This design comes from an exercise in tuning for small area and a short achievable clock period on the open sky130 flow, not from production work. The RTL was checked by simulation tests, not by an equivalence proof against the original design. Power is estimated from default activity; no workload was simulated.

## v6
// ALU_Micros1
module ALU_Micros1(
  input  [7:0] iA,
  input  [7:0] iB,
  input  [4:0] ALU_Sel,
  input        iClk,
  output [7:0] oRESALU,
  output [4:0] oBanderas
);
Size in the first run: ~810 cells after synthesis, ~13 flip-flops.
==> flow/config.mk <==
export PLATFORM = sky130hd
export DESIGN_NAME = ALU_Micros1
export DESIGN_NICKNAME = ALU_Micros1
export VERILOG_FILES = /design/flow/design.v
export SDC_FILE = /design/flow/constraint.sdc
export NUM_CORES = 4
export LEC_CHECK = 0
export ABC_AREA = 1
export CAP_MARGIN = 20
export CORE_MARGIN = 2
export CORE_UTILIZATION = 70
export SLEW_MARGIN = 20
export SYNTH_HIERARCHICAL = 1
export SYNTH_MINIMUM_KEEP_SIZE = 0
==> flow/constraint.sdc <==
create_clock -name core_clock -period 13.0 [get_ports {iClk}]
set_input_delay 2.6000 -clock core_clock [delete_from_list [all_inputs] [get_ports {iClk}]]
set_output_delay 2.6000 -clock core_clock [all_outputs]
set_load 0.01 [all_outputs]
standard.sh (not shown) runs the stock make flow with config.mk's settings and CLKGATE_MAP_FILE= SYNTH_SCRIPT=/design/flow/synth_recipe.tcl, a recipe that flattens the netlist after the stock synthesis.
==> flow/flow/run.sh <==
#!/bin/bash
# The standard layout (standard.sh) with these changes:
#  - synthesis maps full adders (Yosys extract_fa) only inside the design's `fa` module,
#    instead of wherever a 3-input XOR/majority pair appears (in the divider that put slow
#    adder cells on the critical path); everything else is left to ABC as usual;
#  - the port buffers that placement inserts are sky130_fd_sc_hd__buf_2;
set -euo pipefail
W=$PWD
rm -rf "$W/scripts_fa"
cp -r "$FLOW_HOME/scripts" "$W/scripts_fa"
sed -i 's/^  extract_fa {\*}\[dont_use_extract_fa_args\]$/  extract_fa {*}[dont_use_extract_fa_args] fa/' "$W/scripts_fa/synth.tcl"
grep -q 'extract_fa {\*}\[dont_use_extract_fa_args\] fa$' "$W/scripts_fa/synth.tcl"
export BUFFER_PORTS_ARGS="-buffer_cell sky130_fd_sc_hd__buf_2"
bash standard.sh SCRIPTS_DIR="$W/scripts_fa" SETUP_SLACK_MARGIN=6 finish > "$W/flow.log" 2>&1
What v7 does differently from v6 at the input level:
- CORE_UTILIZATION now 65, was 70
==> run summary <==
Reported for v6 and v7, non-clock inverter instance count of the final layout turned out identical to the last digit.
Compared with v6, v7 shows first-pass GRT wire length lower by 650 µm.
Share of power burned in the clock network for v7: 0.4 points up relative to v6
On count of clock buffers in the final design, the higher figure sits with v6, not v7.
Comparing v6 and v7, clock latency at the later pin of the worst-skew pair is lower on v6.
In v7, die footprint is higher than in v6.
In v7 the detail-routed net length per standard cell turned out about 0.56% lower than in v6.
Relative to v6, die span in x has gone up in v7.
v6 and v7 ended up with nearly the same post-route standard cell area excluding fillers.
Detailed-routing iteration count for the pre-antenna-repair pass in v7 vs v6: up 1

* * *

Another version of the RTL of ALU_Micros1 (not shown whole).
For scale: ~13 flip-flops.
// ALU_Micros1
module ALU_Micros1(
  input  [7:0] iA,
  input  [7:0] iB,
  input  [4:0] ALU_Sel,
  input        iClk,
  output [7:0] oRESALU,
  output [4:0] oBanderas
);
export LEC_CHECK = 0
export ABC_AREA = 1
export CAP_MARGIN = 20
export CORE_MARGIN = 2
export CORE_UTILIZATION = 65
export SLEW_MARGIN = 20
export SYNTH_HIERARCHICAL = 1
export SYNTH_MINIMUM_KEEP_SIZE = 0
create_clock -name core_clock -period 13.0 [get_ports {iClk}]
==> flow/flow/run.sh <==
#!/bin/bash
set -euo pipefail
W=$PWD
rm -rf "$W/scripts_fa"
cp -r "$FLOW_HOME/scripts" "$W/scripts_fa"
sed -i 's/^  extract_fa {\*}\[dont_use_extract_fa_args\]$/  extract_fa {*}[dont_use_extract_fa_args] fa/' "$W/scripts_fa/synth.tcl"
grep -q 'extract_fa {\*}\[dont_use_extract_fa_args\] fa$' "$W/scripts_fa/synth.tcl"
export BUFFER_PORTS_ARGS="-buffer_cell sky130_fd_sc_hd__buf_2"
bash standard.sh SCRIPTS_DIR="$W/scripts_fa" SETUP_SLACK_MARGIN=6.5 finish > "$W/flow.log" 2>&1
The baseline finished clean.
Change:
==> flow/run.sh (new file) <==
#!/bin/bash
# synth_recipe.tcl (not shown) runs the flow's synth.tcl, then flattens the netlist and writes it again
# the make line also repeats each setting of config.mk as NAME=value (left out here)
make -C /OpenROAD-flow-scripts/flow DESIGN_CONFIG=/design/flow/config.mk WORK_HOME=/design/flow/orfs CLKGATE_MAP_FILE= SYNTH_SCRIPT=/design/flow/synth_recipe.tcl finish
--- a/flow/config.mk
+++ b/flow/config.mk
@@ -9,5 +9,6 @@
 export CAP_MARGIN = 20
 export CORE_MARGIN = 2
-export CORE_UTILIZATION = 65
+export CORE_UTILIZATION = 40
+export SETUP_SLACK_MARGIN = 4
 export SLEW_MARGIN = 20
 export SYNTH_HIERARCHICAL = 1
removed: flow/flow/run.sh
removed: flow/standard.sh
What happened: Worst setup slack degrades by 2.4 ns; routed wire length decreases by a few percent; die area rose by well over a third; global-route usage decreases by 17 points; power rises by about a fifth.

port drivers added, routing unchanged:
How much do the figures lean on ideal ports? The routed layouts below were timed once more, with nothing changed but the port constraints.
Step 1, drivers: a clkbuf_16 drives iClk and a buf_2 each remaining input, both assumed.
Step 2 times the ports against the registers' clock, not the clock port: input delays grow and output delays shrink by t, the midpoint of the rising clock arrivals with the driver on.
Slacks: ideal ports / drivers / drivers and shift; pairs: ideal ports / drivers.
run | t (ns) | slack for setup (ns) | hold slack, ns | latest minus earliest clock arrival (ns)
v6 | 0.266 | 6.286 / 6.290 / 6.024 | 0.419 / 0.419 / 0.419 | 0.004 / 0.004
v7 | 0.276 | 6.479 / 6.476 / 6.200 | 0.426 / 0.426 / 0.426 | 0.007 / 0.007
the first run of note 2 | 0.271 | 6.556 / 6.493 / 6.222 | 0.478 / 0.478 / 0.478 | 0.009 / 0.008
the second run of note 2 | 0.271 | 4.178 / 4.168 / 3.897 | 0.423 / 0.423 / 0.423 | 0.006 / 0.006
After both steps every run listed still meets setup and hold. The setup slack of the first run of note 2, which loses most, moves by -0.063 ns with the drivers and by -0.334 ns with both steps.
